From an optimization exercise on the open Yosys and OpenROAD flow, aimed at small area and a short achievable clock period; shortcuts taken in it are not production practice. Function not checked in this run: the RTL went through the layout flow alone. Power and IR drop assume default switching activity.

===== design/flow/config.mk =====
export PLATFORM = sky130hd
export DESIGN_NAME = neural_network
export DESIGN_NICKNAME = neural_network
export VERILOG_FILES = /design/flow/design.v
export SDC_FILE = /design/flow/constraint.sdc
export NUM_CORES = 4
export LEC_CHECK = 0
export CAP_MARGIN = 20
export CORE_MARGIN = 2
export CORE_UTILIZATION = 40
export SLEW_MARGIN = 20

===== design/flow/constraint.sdc =====
create_clock -name core_clock -period 9.0 [get_ports {clk}]
set_input_delay 1.8000 -clock core_clock [delete_from_list [all_inputs] [get_ports {clk}]]
set_output_delay 1.8000 -clock core_clock [all_outputs]
set_load 0.01 [all_outputs]

===== design/flow/design.v =====
module machine (
    input wire clk,
    input wire reset,
    input wire changes,
    output reg st_in,
    output reg st_buff,
    output reg st_out
);
reg cur_buff, cur_out;
always @(posedge clk) begin
    if (reset) begin
        cur_buff <= 1'b0;
        cur_out <= 1'b0;
        st_in <= 1'b1;
        st_buff <= 1'b0;
        st_out <= 1'b0;
    end else begin
        if (changes) begin
            cur_buff <= ~cur_buff;
            cur_out <= cur_buff;
        end
        st_in <= ~(cur_buff | cur_out);
        st_buff <= cur_buff;
        st_out <= cur_out;
    end
end
endmodule
module shift_register_inputs (
    input wire clk,
    input wire reset,
    input wire st_in,
    input wire st_out,
    input wire [7:0] data_in,
    input wire [1:0] selector_output,
    input wire [7:0] s0, s1, s2, s3,
    input wire [3:0] neg_r,
    output reg [7:0] x0, x1, x2, x3,
    output reg [7:0] network_outputs
);
always @(posedge clk) begin
    if (reset) begin
        x0 <= 8'd0;
        x1 <= 8'd0;
        x2 <= 8'd0;
        x3 <= 8'd0;
    end else if (st_in) begin
        x0 <= data_in;
        x1 <= x0;
        x2 <= x1;
        x3 <= x2;
    end else if (st_out) begin
        x0 <= neg_r[0] ? 8'd0 : s0;
        x1 <= neg_r[1] ? 8'd0 : s1;
        x2 <= neg_r[2] ? 8'd0 : s2;
        x3 <= neg_r[3] ? 8'd0 : s3;
    end
end
always @(posedge clk) begin
    case (selector_output)
        2'd0: network_outputs <= x0;
        2'd1: network_outputs <= x1;
        2'd2: network_outputs <= x2;
        default: network_outputs <= x3;
    endcase
end
endmodule
module register_parameters (
    input wire clk,
    input wire reset,
    input wire shift,
    input wire [7:0] data_in,
    output reg [191:0] p
);
always @(posedge clk) begin
    if (reset)
        p <= 192'd0;
    else if (shift)
        p <= {data_in, p[191:8]};
end
endmodule
module perceptron(
    input [7:0] x0,
    input [7:0] x1,
    input [7:0] x2,
    input [7:0] x3,
    input [7:0] w0,
    input [7:0] w1,
    input [7:0] w2,
    input [7:0] w3,
    input [7:0] b,
    input [7:0] th,
    output [7:0] s,
    output neg_r
);
wire p0 = ~(x0[0] & w0[0]);
wire p1 = ~(x0[0] & w0[1]);
wire p2 = ~(x0[0] & w0[2]);
wire p3 = ~(x0[0] & w0[3]);
wire p4 = ~(x0[0] & w0[4]);
wire p5 = ~(x0[0] & w0[5]);
wire p6 = ~(x0[0] & w0[6]);
wire p7 = ~(x0[0] & w0[7]);
wire p8 = ~(x0[1] & w0[0]);
wire p9 = ~(x0[1] & w0[1]);
wire p10 = ~(x0[1] & w0[2]);
wire p11 = ~(x0[1] & w0[3]);
wire p12 = ~(x0[1] & w0[4]);
wire p13 = ~(x0[1] & w0[5]);
wire p14 = ~(x0[1] & w0[6]);
wire p15 = ~(x0[2] & w0[0]);
wire p16 = ~(x0[2] & w0[1]);
wire p17 = ~(x0[2] & w0[2]);
wire p18 = ~(x0[2] & w0[3]);
wire p19 = ~(x0[2] & w0[4]);
wire p20 = ~(x0[2] & w0[5]);
wire p21 = ~(x0[3] & w0[0]);
wire p22 = ~(x0[3] & w0[1]);
wire p23 = ~(x0[3] & w0[2]);
wire p24 = ~(x0[3] & w0[3]);
wire p25 = ~(x0[3] & w0[4]);
wire p26 = ~(x0[4] & w0[0]);
wire p27 = ~(x0[4] & w0[1]);
wire p28 = ~(x0[4] & w0[2]);
wire p29 = ~(x0[4] & w0[3]);
wire p30 = ~(x0[5] & w0[0]);
wire p31 = ~(x0[5] & w0[1]);
wire p32 = ~(x0[5] & w0[2]);
wire p33 = ~(x0[6] & w0[0]);
wire p34 = ~(x0[6] & w0[1]);
wire p35 = ~(x0[7] & w0[0]);
wire p36 = ~(x1[0] & w1[0]);
wire p37 = ~(x1[0] & w1[1]);
wire p38 = ~(x1[0] & w1[2]);
wire p39 = ~(x1[0] & w1[3]);
wire p40 = ~(x1[0] & w1[4]);
wire p41 = ~(x1[0] & w1[5]);
wire p42 = ~(x1[0] & w1[6]);
wire p43 = ~(x1[0] & w1[7]);
wire p44 = ~(x1[1] & w1[0]);
wire p45 = ~(x1[1] & w1[1]);
wire p46 = ~(x1[1] & w1[2]);
wire p47 = ~(x1[1] & w1[3]);
wire p48 = ~(x1[1] & w1[4]);
wire p49 = ~(x1[1] & w1[5]);
wire p50 = ~(x1[1] & w1[6]);
wire p51 = ~(x1[2] & w1[0]);
wire p52 = ~(x1[2] & w1[1]);
wire p53 = ~(x1[2] & w1[2]);
wire p54 = ~(x1[2] & w1[3]);
wire p55 = ~(x1[2] & w1[4]);
wire p56 = ~(x1[2] & w1[5]);
wire p57 = ~(x1[3] & w1[0]);
wire p58 = ~(x1[3] & w1[1]);
wire p59 = ~(x1[3] & w1[2]);
wire p60 = ~(x1[3] & w1[3]);
wire p61 = ~(x1[3] & w1[4]);
wire p62 = ~(x1[4] & w1[0]);
wire p63 = ~(x1[4] & w1[1]);
wire p64 = ~(x1[4] & w1[2]);
wire p65 = ~(x1[4] & w1[3]);
wire p66 = ~(x1[5] & w1[0]);
wire p67 = ~(x1[5] & w1[1]);
wire p68 = ~(x1[5] & w1[2]);
wire p69 = ~(x1[6] & w1[0]);
wire p70 = ~(x1[6] & w1[1]);
wire p71 = ~(x1[7] & w1[0]);
wire p72 = ~(x2[0] & w2[0]);
wire p73 = ~(x2[0] & w2[1]);
wire p74 = ~(x2[0] & w2[2]);
wire p75 = ~(x2[0] & w2[3]);
wire p76 = ~(x2[0] & w2[4]);
wire p77 = ~(x2[0] & w2[5]);
wire p78 = ~(x2[0] & w2[6]);
wire p79 = ~(x2[0] & w2[7]);
wire p80 = ~(x2[1] & w2[0]);
wire p81 = ~(x2[1] & w2[1]);
wire p82 = ~(x2[1] & w2[2]);
wire p83 = ~(x2[1] & w2[3]);
wire p84 = ~(x2[1] & w2[4]);
wire p85 = ~(x2[1] & w2[5]);
wire p86 = ~(x2[1] & w2[6]);
wire p87 = ~(x2[2] & w2[0]);
wire p88 = ~(x2[2] & w2[1]);
wire p89 = ~(x2[2] & w2[2]);
wire p90 = ~(x2[2] & w2[3]);
wire p91 = ~(x2[2] & w2[4]);
wire p92 = ~(x2[2] & w2[5]);
wire p93 = ~(x2[3] & w2[0]);
wire p94 = ~(x2[3] & w2[1]);
wire p95 = ~(x2[3] & w2[2]);
wire p96 = ~(x2[3] & w2[3]);
wire p97 = ~(x2[3] & w2[4]);
wire p98 = ~(x2[4] & w2[0]);
wire p99 = ~(x2[4] & w2[1]);
wire p100 = ~(x2[4] & w2[2]);
wire p101 = ~(x2[4] & w2[3]);
wire p102 = ~(x2[5] & w2[0]);
wire p103 = ~(x2[5] & w2[1]);
wire p104 = ~(x2[5] & w2[2]);
wire p105 = ~(x2[6] & w2[0]);
wire p106 = ~(x2[6] & w2[1]);
wire p107 = ~(x2[7] & w2[0]);
wire p108 = ~(x3[0] & w3[0]);
wire p109 = ~(x3[0] & w3[1]);
wire p110 = ~(x3[0] & w3[2]);
wire p111 = ~(x3[0] & w3[3]);
wire p112 = ~(x3[0] & w3[4]);
wire p113 = ~(x3[0] & w3[5]);
wire p114 = ~(x3[0] & w3[6]);
wire p115 = ~(x3[0] & w3[7]);
wire p116 = ~(x3[1] & w3[0]);
wire p117 = ~(x3[1] & w3[1]);
wire p118 = ~(x3[1] & w3[2]);
wire p119 = ~(x3[1] & w3[3]);
wire p120 = ~(x3[1] & w3[4]);
wire p121 = ~(x3[1] & w3[5]);
wire p122 = ~(x3[1] & w3[6]);
wire p123 = ~(x3[2] & w3[0]);
wire p124 = ~(x3[2] & w3[1]);
wire p125 = ~(x3[2] & w3[2]);
wire p126 = ~(x3[2] & w3[3]);
wire p127 = ~(x3[2] & w3[4]);
wire p128 = ~(x3[2] & w3[5]);
wire p129 = ~(x3[3] & w3[0]);
wire p130 = ~(x3[3] & w3[1]);
wire p131 = ~(x3[3] & w3[2]);
wire p132 = ~(x3[3] & w3[3]);
wire p133 = ~(x3[3] & w3[4]);
wire p134 = ~(x3[4] & w3[0]);
wire p135 = ~(x3[4] & w3[1]);
wire p136 = ~(x3[4] & w3[2]);
wire p137 = ~(x3[4] & w3[3]);
wire p138 = ~(x3[5] & w3[0]);
wire p139 = ~(x3[5] & w3[1]);
wire p140 = ~(x3[5] & w3[2]);
wire p141 = ~(x3[6] & w3[0]);
wire p142 = ~(x3[6] & w3[1]);
wire p143 = ~(x3[7] & w3[0]);
wire s144 = ~b[0] ^ p0 ^ p36;
wire c145 = (~b[0] & p0) | (~b[0] & p36) | (p0 & p36);
wire h146 = ~(p72 ^ p108);
wire k147 = p72 | p108;
wire s148 = ~b[1] ^ p1 ^ p8;
wire c149 = (~b[1] & p1) | (~b[1] & p8) | (p1 & p8);
wire s150 = p37 ^ p44 ^ p73;
wire c151 = (p37 & p44) | (p37 & p73) | (p44 & p73);
wire s152 = p80 ^ p109 ^ p116;
wire c153 = (p80 & p109) | (p80 & p116) | (p109 & p116);
wire s154 = k147 ^ c145 ^ s148;
wire c155 = (k147 & c145) | (k147 & s148) | (c145 & s148);
wire h156 = ~(s150 ^ s152);
wire k157 = s150 | s152;
wire s158 = ~b[2] ^ p2 ^ p9;
wire c159 = (~b[2] & p2) | (~b[2] & p9) | (p2 & p9);
wire s160 = p15 ^ p38 ^ p45;
wire c161 = (p15 & p38) | (p15 & p45) | (p38 & p45);
wire s162 = p51 ^ p74 ^ p81;
wire c163 = (p51 & p74) | (p51 & p81) | (p74 & p81);
wire s164 = p87 ^ p110 ^ p117;
wire c165 = (p87 & p110) | (p87 & p117) | (p110 & p117);
wire s166 = p123 ^ c149 ^ c151;
wire c167 = (p123 & c149) | (p123 & c151) | (c149 & c151);
wire s168 = c153 ^ s158 ^ s160;
wire c169 = (c153 & s158) | (c153 & s160) | (s158 & s160);
wire s170 = s162 ^ s164 ^ k157;
wire c171 = (s162 & s164) | (s162 & k157) | (s164 & k157);
wire s172 = c155 ^ s166 ^ s168;
wire c173 = (c155 & s166) | (c155 & s168) | (s166 & s168);
wire s174 = ~b[3] ^ p3 ^ p10;
wire c175 = (~b[3] & p3) | (~b[3] & p10) | (p3 & p10);
wire s176 = p16 ^ p21 ^ p39;
wire c177 = (p16 & p21) | (p16 & p39) | (p21 & p39);
wire s178 = p46 ^ p52 ^ p57;
wire c179 = (p46 & p52) | (p46 & p57) | (p52 & p57);
wire s180 = p75 ^ p82 ^ p88;
wire c181 = (p75 & p82) | (p75 & p88) | (p82 & p88);
wire s182 = p93 ^ p111 ^ p118;
wire c183 = (p93 & p111) | (p93 & p118) | (p111 & p118);
wire s184 = p124 ^ p129 ^ c159;
wire c185 = (p124 & p129) | (p124 & c159) | (p129 & c159);
wire s186 = c161 ^ c163 ^ c165;
wire c187 = (c161 & c163) | (c161 & c165) | (c163 & c165);
wire s188 = s174 ^ s176 ^ s178;
wire c189 = (s174 & s176) | (s174 & s178) | (s176 & s178);
wire s190 = s180 ^ s182 ^ c167;
wire c191 = (s180 & s182) | (s180 & c167) | (s182 & c167);
wire s192 = c169 ^ s184 ^ s186;
wire c193 = (c169 & s184) | (c169 & s186) | (s184 & s186);
wire s194 = s188 ^ c171 ^ s190;
wire c195 = (s188 & c171) | (s188 & s190) | (c171 & s190);
wire h196 = ~(c173 ^ s192);
wire k197 = c173 | s192;
wire s198 = ~b[4] ^ p4 ^ p11;
wire c199 = (~b[4] & p4) | (~b[4] & p11) | (p4 & p11);
wire s200 = p17 ^ p22 ^ p26;
wire c201 = (p17 & p22) | (p17 & p26) | (p22 & p26);
wire s202 = p40 ^ p47 ^ p53;
wire c203 = (p40 & p47) | (p40 & p53) | (p47 & p53);
wire s204 = p58 ^ p62 ^ p76;
wire c205 = (p58 & p62) | (p58 & p76) | (p62 & p76);
wire s206 = p83 ^ p89 ^ p94;
wire c207 = (p83 & p89) | (p83 & p94) | (p89 & p94);
wire s208 = p98 ^ p112 ^ p119;
wire c209 = (p98 & p112) | (p98 & p119) | (p112 & p119);
wire s210 = p125 ^ p130 ^ p134;
wire c211 = (p125 & p130) | (p125 & p134) | (p130 & p134);
wire s212 = c175 ^ c177 ^ c179;
wire c213 = (c175 & c177) | (c175 & c179) | (c177 & c179);
wire s214 = c181 ^ c183 ^ s198;
wire c215 = (c181 & c183) | (c181 & s198) | (c183 & s198);
wire s216 = s200 ^ s202 ^ s204;
wire c217 = (s200 & s202) | (s200 & s204) | (s202 & s204);
wire s218 = s206 ^ s208 ^ s210;
wire c219 = (s206 & s208) | (s206 & s210) | (s208 & s210);
wire s220 = c185 ^ c187 ^ c189;
wire c221 = (c185 & c187) | (c185 & c189) | (c187 & c189);
wire s222 = s212 ^ s214 ^ s216;
wire c223 = (s212 & s214) | (s212 & s216) | (s214 & s216);
wire s224 = s218 ^ c191 ^ c193;
wire c225 = (s218 & c191) | (s218 & c193) | (c191 & c193);
wire s226 = s220 ^ s222 ^ k197;
wire c227 = (s220 & s222) | (s220 & k197) | (s222 & k197);
wire h228 = ~(c195 ^ s224);
wire k229 = c195 | s224;
wire s230 = ~b[5] ^ p5 ^ p12;
wire c231 = (~b[5] & p5) | (~b[5] & p12) | (p5 & p12);
wire s232 = p18 ^ p23 ^ p27;
wire c233 = (p18 & p23) | (p18 & p27) | (p23 & p27);
wire s234 = p30 ^ p41 ^ p48;
wire c235 = (p30 & p41) | (p30 & p48) | (p41 & p48);
wire s236 = p54 ^ p59 ^ p63;
wire c237 = (p54 & p59) | (p54 & p63) | (p59 & p63);
wire s238 = p66 ^ p77 ^ p84;
wire c239 = (p66 & p77) | (p66 & p84) | (p77 & p84);
wire s240 = p90 ^ p95 ^ p99;
wire c241 = (p90 & p95) | (p90 & p99) | (p95 & p99);
wire s242 = p102 ^ p113 ^ p120;
wire c243 = (p102 & p113) | (p102 & p120) | (p113 & p120);
wire s244 = p126 ^ p131 ^ p135;
wire c245 = (p126 & p131) | (p126 & p135) | (p131 & p135);
wire s246 = p138 ^ c199 ^ c201;
wire c247 = (p138 & c199) | (p138 & c201) | (c199 & c201);
wire s248 = c203 ^ c205 ^ c207;
wire c249 = (c203 & c205) | (c203 & c207) | (c205 & c207);
wire s250 = c209 ^ c211 ^ s230;
wire c251 = (c209 & c211) | (c209 & s230) | (c211 & s230);
wire s252 = s232 ^ s234 ^ s236;
wire c253 = (s232 & s234) | (s232 & s236) | (s234 & s236);
wire s254 = s238 ^ s240 ^ s242;
wire c255 = (s238 & s240) | (s238 & s242) | (s240 & s242);
wire s256 = s244 ^ c213 ^ c215;
wire c257 = (s244 & c213) | (s244 & c215) | (c213 & c215);
wire s258 = c217 ^ c219 ^ s246;
wire c259 = (c217 & c219) | (c217 & s246) | (c219 & s246);
wire s260 = s248 ^ s250 ^ s252;
wire c261 = (s248 & s250) | (s248 & s252) | (s250 & s252);
wire s262 = s254 ^ c221 ^ c223;
wire c263 = (s254 & c221) | (s254 & c223) | (c221 & c223);
wire s264 = s256 ^ s258 ^ s260;
wire c265 = (s256 & s258) | (s256 & s260) | (s258 & s260);
wire s266 = c225 ^ s262 ^ c227;
wire c267 = (c225 & s262) | (c225 & c227) | (s262 & c227);
wire h268 = ~(k229 ^ s264);
wire k269 = k229 | s264;
wire s270 = ~b[6] ^ p6 ^ p13;
wire c271 = (~b[6] & p6) | (~b[6] & p13) | (p6 & p13);
wire s272 = p19 ^ p24 ^ p28;
wire c273 = (p19 & p24) | (p19 & p28) | (p24 & p28);
wire s274 = p31 ^ p33 ^ p42;
wire c275 = (p31 & p33) | (p31 & p42) | (p33 & p42);
wire s276 = p49 ^ p55 ^ p60;
wire c277 = (p49 & p55) | (p49 & p60) | (p55 & p60);
wire s278 = p64 ^ p67 ^ p69;
wire c279 = (p64 & p67) | (p64 & p69) | (p67 & p69);
wire s280 = p78 ^ p85 ^ p91;
wire c281 = (p78 & p85) | (p78 & p91) | (p85 & p91);
wire s282 = p96 ^ p100 ^ p103;
wire c283 = (p96 & p100) | (p96 & p103) | (p100 & p103);
wire s284 = p105 ^ p114 ^ p121;
wire c285 = (p105 & p114) | (p105 & p121) | (p114 & p121);
wire s286 = p127 ^ p132 ^ p136;
wire c287 = (p127 & p132) | (p127 & p136) | (p132 & p136);
wire s288 = p139 ^ p141 ^ c231;
wire c289 = (p139 & p141) | (p139 & c231) | (p141 & c231);
wire s290 = c233 ^ c235 ^ c237;
wire c291 = (c233 & c235) | (c233 & c237) | (c235 & c237);
wire s292 = c239 ^ c241 ^ c243;
wire c293 = (c239 & c241) | (c239 & c243) | (c241 & c243);
wire s294 = c245 ^ s270 ^ s272;
wire c295 = (c245 & s270) | (c245 & s272) | (s270 & s272);
wire s296 = s274 ^ s276 ^ s278;
wire c297 = (s274 & s276) | (s274 & s278) | (s276 & s278);
wire s298 = s280 ^ s282 ^ s284;
wire c299 = (s280 & s282) | (s280 & s284) | (s282 & s284);
wire s300 = s286 ^ c247 ^ c249;
wire c301 = (s286 & c247) | (s286 & c249) | (c247 & c249);
wire s302 = c251 ^ c253 ^ c255;
wire c303 = (c251 & c253) | (c251 & c255) | (c253 & c255);
wire s304 = s288 ^ s290 ^ s292;
wire c305 = (s288 & s290) | (s288 & s292) | (s290 & s292);
wire s306 = s294 ^ s296 ^ s298;
wire c307 = (s294 & s296) | (s294 & s298) | (s296 & s298);
wire s308 = c257 ^ c259 ^ s300;
wire c309 = (c257 & c259) | (c257 & s300) | (c259 & s300);
wire s310 = c261 ^ s302 ^ s304;
wire c311 = (c261 & s302) | (c261 & s304) | (s302 & s304);
wire s312 = s306 ^ c263 ^ s308;
wire c313 = (s306 & c263) | (s306 & s308) | (c263 & s308);
wire s314 = c265 ^ s310 ^ k269;
wire c315 = (c265 & s310) | (c265 & k269) | (s310 & k269);
wire h316 = ~(s312 ^ c267);
wire k317 = s312 | c267;
wire x318 = ~b[7] ^ p7;
wire x319 = p14 ^ p20;
wire x320 = p25 ^ p29;
wire x321 = p32 ^ p34;
wire x322 = p35 ^ p43;
wire x323 = p50 ^ p56;
wire x324 = p61 ^ p65;
wire x325 = p68 ^ p70;
wire x326 = p71 ^ p79;
wire x327 = p86 ^ p92;
wire x328 = p97 ^ p101;
wire x329 = p104 ^ p106;
wire x330 = p107 ^ p115;
wire x331 = p122 ^ p128;
wire x332 = p133 ^ p137;
wire x333 = p140 ^ p142;
wire x334 = p143 ^ x318;
wire x335 = x319 ^ x320;
wire x336 = x321 ^ x322;
wire x337 = x323 ^ x324;
wire x338 = x325 ^ x326;
wire x339 = x327 ^ x328;
wire x340 = x329 ^ x330;
wire x341 = x331 ^ x332;
wire x342 = x333 ^ c271;
wire x343 = c273 ^ c275;
wire x344 = c277 ^ c279;
wire x345 = c281 ^ c283;
wire x346 = c285 ^ c287;
wire x347 = x334 ^ x335;
wire x348 = x336 ^ x337;
wire x349 = x338 ^ x339;
wire x350 = x340 ^ x341;
wire x351 = x342 ^ x343;
wire x352 = x344 ^ x345;
wire x353 = x346 ^ x347;
wire x354 = x348 ^ x349;
wire x355 = x350 ^ c289;
wire x356 = c291 ^ c293;
wire x357 = x351 ^ x352;
wire x358 = x353 ^ x354;
wire x359 = c295 ^ c297;
wire x360 = c299 ^ x355;
wire x361 = x356 ^ x357;
wire x362 = x358 ^ x359;
wire x363 = x360 ^ x361;
wire x364 = c301 ^ c303;
wire x365 = c305 ^ x362;
wire x366 = c307 ^ x363;
wire x367 = x364 ^ x365;
wire x368 = x366 ^ x367;
wire x369 = c309 ^ c311;
wire x370 = x368 ^ x369;
wire x371 = c313 ^ x370;
wire x372 = x371 ^ c315;
wire x373 = k317 ^ x372;
wire h374 = ~(s144 ^ h146);
wire k375 = s144 | h146;
wire s376 = s154 ^ h156 ^ th[1];
wire c377 = (s154 & h156) | (s154 & th[1]) | (h156 & th[1]);
wire s378 = s170 ^ s172 ^ th[2];
wire c379 = (s170 & s172) | (s170 & th[2]) | (s172 & th[2]);
wire s380 = s194 ^ h196 ^ th[3];
wire c381 = (s194 & h196) | (s194 & th[3]) | (h196 & th[3]);
wire s382 = s226 ^ h228 ^ th[4];
wire c383 = (s226 & h228) | (s226 & th[4]) | (h228 & th[4]);
wire s384 = s266 ^ h268 ^ th[5];
wire c385 = (s266 & h268) | (s266 & th[5]) | (h268 & th[5]);
wire s386 = s314 ^ h316 ^ th[6];
wire c387 = (s314 & h316) | (s314 & th[6]) | (h316 & th[6]);
wire x388 = ~x373 ^ ~th[7];
wire x389 = x388 ^ c387;
wire [6:0] ra = {~s314, ~s266, ~s226, ~s194, ~s170, ~s154, ~s144};
wire [6:0] rb = {~h316, ~h268, ~h228, ~h196, ~s172, ~h156, ~h146};
wire [7:0] lo = {1'b0, ra} + {1'b0, rb};
assign s = {~x373 ^ lo[7], lo[6:0]};
wire [6:0] ta = {~c385, ~c383, ~c381, ~c379, ~c377, ~k375, ~th[0]};
wire [6:0] tb = {~s386, ~s384, ~s382, ~s380, ~s378, ~s376, ~h374};
wire [7:0] tl = {1'b0, ta} + {1'b0, tb} + 8'd1;
assign neg_r = ~x389 ^ tl[7];
endmodule
module neural_network (
    input wire clk,
    input wire reset,
    input wire changes,
    input wire [1:0] selector_output,
    input wire [7:0] data_in,
    output wire [7:0] network_outputs
);
wire st_in, st_buff, st_out;
machine machine_inst (
    .clk(clk), .reset(reset), .changes(changes),
    .st_in(st_in), .st_buff(st_buff), .st_out(st_out)
);
wire [191:0] p;
register_parameters reg_params_inst (
    .clk(clk), .reset(reset), .shift(st_buff), .data_in(data_in), .p(p)
);
wire [7:0] x0, x1, x2, x3;
wire [7:0] s0, s1, s2, s3;
wire [3:0] neg_r;
shift_register_inputs shift_reg_inst (
    .clk(clk), .reset(reset), .st_in(st_in), .st_out(st_out),
    .data_in(data_in), .selector_output(selector_output),
    .s0(s0), .s1(s1), .s2(s2), .s3(s3), .neg_r(neg_r),
    .x0(x0), .x1(x1), .x2(x2), .x3(x3),
    .network_outputs(network_outputs)
);
wire [7:0] w00 = p[7:0];
wire [7:0] w01 = p[15:8];
wire [7:0] w02 = p[23:16];
wire [7:0] w03 = p[31:24];
wire [7:0] b0 = p[39:32];
wire [7:0] th0 = p[47:40];
wire [7:0] w10 = p[55:48];
wire [7:0] w11 = p[63:56];
wire [7:0] w12 = p[71:64];
wire [7:0] w13 = p[79:72];
wire [7:0] b1 = p[87:80];
wire [7:0] th1 = p[95:88];
wire [7:0] w20 = p[103:96];
wire [7:0] w21 = p[111:104];
wire [7:0] w22 = p[119:112];
wire [7:0] w23 = p[127:120];
wire [7:0] b2 = p[135:128];
wire [7:0] th2 = p[143:136];
wire [7:0] w30 = p[151:144];
wire [7:0] w31 = p[159:152];
wire [7:0] w32 = p[167:160];
wire [7:0] w33 = p[175:168];
wire [7:0] b3 = p[183:176];
wire [7:0] th3 = p[191:184];
perceptron perceptron0 (.x0(x0), .x1(x1), .x2(x2), .x3(x3), .w0(w00), .w1(w01), .w2(w02), .w3(w03), .b(b0), .th(th0), .s(s0), .neg_r(neg_r[0]));
perceptron perceptron1 (.x0(x0), .x1(x1), .x2(x2), .x3(x3), .w0(w10), .w1(w11), .w2(w12), .w3(w13), .b(b1), .th(th1), .s(s1), .neg_r(neg_r[1]));
perceptron perceptron2 (.x0(x0), .x1(x1), .x2(x2), .x3(x3), .w0(w20), .w1(w21), .w2(w22), .w3(w23), .b(b2), .th(th2), .s(s2), .neg_r(neg_r[2]));
perceptron perceptron3 (.x0(x0), .x1(x1), .x2(x2), .x3(x3), .w0(w30), .w1(w31), .w2(w32), .w3(w33), .b(b3), .th(th3), .s(s3), .neg_r(neg_r[3]));
endmodule

===== design/flow/run.sh =====
#!/bin/bash
# synth_recipe.tcl (not shown) runs the flow's synth.tcl, then flattens the netlist and writes it again
# the make line also repeats each setting of config.mk as NAME=value (left out here)
make -C /OpenROAD-flow-scripts/flow DESIGN_CONFIG=/design/flow/config.mk WORK_HOME=/design/flow/orfs CLKGATE_MAP_FILE= SYNTH_SCRIPT=/design/flow/synth_recipe.tcl finish

==> summary.txt <==
## cells in the mapped netlist
| master | instances |
|---|---|
| and2_1 | 381 |
| fa_1 | 352 |
| inv_1 | 327 |
| dfxtp_1 | 237 |
| nand2_1 | 209 |
| nor2_1 | 205 |
| mux2i_1 | 197 |
| xnor2_1 | 193 |
| clkbuf_1 | 91 |
| ha_1 | 86 |
| a21oi_1 | 56 |
| xor2_1 | 48 |
| nor3b_1 | 32 |
| buf_1 | 23 |
| o21ai_0 | 20 |
| o32ai_1 | 15 |
| nand2b_1 | 12 |
| buf_2 | 11 |
| o22ai_1 | 11 |
| a21o_1 | 8 |
| mux4_2 | 7 |
| nor2b_1 | 6 |
| a2111oi_0 | 4 |
| buf_4 | 4 |
| clkbuf_2 | 4 |
| or3_1 | 4 |
| a31o_1 | 3 |
| and2_2 | 3 |
| o2bb2ai_1 | 3 |
| xnor3_2 | 3 |
| xor2_2 | 3 |
| mux4_1 | 1 |
| o21bai_4 | 1 |
| or3b_2 | 1 |
| xnor3_1 | 1 |
## power by group through the flow
stage / clock (mW) / combinational (mW) / sequential [mW]
floorplan: 0 / 0.128 / 1.09
global placement: 0 / 0.180 / 1.13
detailed placement: 0 / 0.182 / 1.13
CTS: 1.27 / 0.182 / 1.10
global route: 1.30 / 0.193 / 1.11
finish: 1.24 / 0.184 / 1.11
## area by class of cell
| type | instances | share of cell area, % |
|---|---|---|
| multi-input cells | 1865 | 67.6 |
| well taps | 782 | 3.75 |
| clock buffers | 38 | 3.18 |
| clock inverters | 16 | 0.720 |
| diodes | 3 | 0.0288 |
| flip-flops and latches | 237 | 18.2 |
| repair buffers | 51 | 1.72 |
| inverters | 327 | 4.71 |
## logic make-up after synthesis
family | synth area share, %
muxes | 8.93
AOI/OAI and AO/OA | 3.10
and+or+nand+nor | 18.0
adders and majority gates | 33.7
DFF | 19.7
xor gates and xnor gates | 9.34
buffers and inverters | 7.30
## routing by layer
layer / GRT usage (%) / vias to the layer above / wire length (um)
met3: 3.10 / 165 / 4730
met2: 40.0 / 625 / 34700
met1: 32.7 / 8736 / 31600
met4: 8.88 / 2 / 3040
met5: 0 / - / 12
li1: - / 7700 / -
## through the flow
step                hold WS, ns  util (%)  setup slack [ns]  total power, mW
floorplan                 0.452         -              3.23             1.22
global placement          0.472      41.7              2.67             1.31
detailed placement        0.483      41.7              2.56             1.31
CTS                       0.487      43.4              2.53             2.56
global route              0.509      43.4              2.22             2.60
finish                    0.493      43.4              2.53             2.53
## how the worst max path moves through the flow
stage	from	depth (start not counted)	slack [ns]	endpoint
after detailed placement	shift_reg_inst.x2[3]	18	2.56	shift_reg_inst.x2[5]
after global routing	shift_reg_inst.x2[3]	18	2.22	shift_reg_inst.x2[5]
final	shift_reg_inst.x2[3]	18	2.53	shift_reg_inst.x2[5]
after CTS	shift_reg_inst.x2[3]	18	2.53	shift_reg_inst.x2[5]
after floorplan	shift_reg_inst.x0[3]	19	3.23	shift_reg_inst.x2[5]
after global placement	shift_reg_inst.x2[3]	18	2.67	shift_reg_inst.x2[5]
## registers in the layout, indices dropped and copies added (netlist names)
| register | cells |
|---|---|
| reg_params_inst.p | 192 |
| machine_inst.cur_out | 1 |
| shift_reg_inst.x0 | 8 |
| shift_reg_inst.network_outputs | 8 |
| machine_inst.cur_buff | 1 |
| machine_inst.st_in | 1 |
| machine_inst.st_out | 1 |
| shift_reg_inst.x2 | 8 |
| shift_reg_inst.x1 | 8 |
| shift_reg_inst.x3 | 8 |
| machine_inst.st_buff | 1 |
==> summary.txt <==
* R2r setup slk at 2.53 ns
* Die Wd at 250 um
* Cell Chain, Critical Path: buf_4, and2_1, fa_1, fa_1, fa_1, fa_1, inv_1, fa_1, inv_1, ha_1, fa_1, ha_1, a2111oi_0, a21oi_1, xnor2_1, xor2_2, nor2_1, a31o_1
* Post-Layout Cell Count at 3319
* Clock transition at path regs at 0.06 ns
* Mean Syn Cell Area at 9.42 um2
* Synthesized Nets at 3013
* Layout Skew at 0.0158 ns
* Vias in the first global route at 18600
* Post-CTS setup buffers at 0
* Multi-input gate area at 0.0176 mm2
* Reg-to-Reg Start: shift_reg_inst.x2[3]
* Logic pwr share at 7.3%
* Gr ovfl total at 0
* Critical Path End Type: flop
* Placed Cells at 3262
* Synth warn at 3
* Placed cell area at 0.0250 mm2
* Hold worst-path end: machine_inst.st_out
* VDD IR max at 0.136 mV
* Top cell type's share of synthesized area at 29.2%
* Worst slew margin at 25.2%
* Cell mode on critical path: fa_1
* Clock Tree Buf Depth at 3
* Worst R2R End: shift_reg_inst.x2[5]
* Gate Count Post-Synth at 2562
* FF/Latch Area at 0.00475 mm2
* Setup violations, final at 0
* Hold Vio Cnt, Final at 0
* Synth area leader: fa_1
* Post-layout net count at 2962
* Setup_tns at 0 ns
* Post-CTS resize count at 0
* Max_cap viols at 0
* Area growth syn-to-layout at 7.99%
* Switching power at 0.667 mW
* Hold path cells at 1
* Slew Limit Fails at 0
* Via count at 17200
* Unique masters post-synth at 35
* Post-CTS Hold Fix Bufs at 0
* Drc violations at 0
* TritonCTS Buffers at 29
* Worst path slowest cell: dfxtp_1
* CP delay by family, top: adder cells
* Min Tclk post-route at 6.47 ns
* # fillers at 5804
* Number of top-level pins at 21
* Internal power at 1.86 mW
* Most common cell after layout, fill and taps aside: and2_1
* Total global-route track usage at 24.2%
* Worst skew pair latency at 0.59 ns
* Largest net degree at the start of global routing at 136
* Setup crit start kind: flop
* FP Rows at 90
* First-pass DRT Iterations at 5
* CTS Sinks at 237
* WP data required at 9.48 ns
* Pwr dens at 97.1 mW/mm2
* Most frequent cells in the layout: and2_1 (381), fa_1 (352), inv_1 (327)
* Core Area at 0.0600 mm2
* RSZ-0062 raised after global routing: false
* Worst Hold Class: flop to flop
* Worst slew pin tran at 1.12 ns
* Initial antenna violation count at 6
* GP Congestion at 0.938
* Chip height at 250 um
* Overall routed net length at 74000 um
* CTS tree: done
* Routed Antenna Nets at 0
* Fin crit share at 71.8%
* Hpwl dp at 53600 um
* WP buf/inv at 3
* Final non-filler cell area at 0.0261 mm2
* Hold wc startpoint: machine_inst.cur_out
* Starting Density at 40.2%
* CTS Root Cell: clkbuf_16
* Cells on worst reg2reg path at 18
* FF+latch count, synth at 237
* Flop pwr share at 43.7%
* Sw frac at 26.4%
* Drt wl/cell at 22.3 um
* Layout cells sized above 1 at 4.18%
* Upper clock frequency limit at 0.155 GHz
* CP max stage delay at 0.63 ns
* Maximum fanout along the worst path at 13
* Input/output buffers at 20
* H-tree levels at 1
* Sequential area share after synthesis at 19.7%
* Pleak at 10.9 nW
* Status: complete, no violations
* Vias per cell at 5.19
* Worst EP arrival at 6.95 ns
* Die area at 0.0623 mm2
* DRT iter0 DRCs at 1377
* Mapped cell area at 0.0241 mm2
* Clock power share at 49.1%
* Synth area leaders: fa_1 (29%), dfxtp_1 (20%), and2_1 (9.9%)
* First-pass GRT wire length at 115000 um
* Worst setup path category: flop to flop

==> port drivers added, routing unchanged <==
Ports are ideal in the flow. The routed layout listed here was re-timed in OpenROAD.
Step 1, drivers: a clkbuf_16 drives clk and a buf_2 each remaining input, both assumed.
Step 2 also shifts input and output timing later by t, the mid clock arrival at the registers, as if the neighbouring blocks saw the same clock.
Three values: no drivers, after step 1, after step 2; two values: the first two.
t (ns): 0.637
slack for setup (ns): 2.535 / 2.535 / 2.535
worst setup path after step 2: register to register
After both steps setup and hold are still met in this run. The setup slack of this run moves by 0.000 ns with the drivers and by 0.000 ns with both steps.
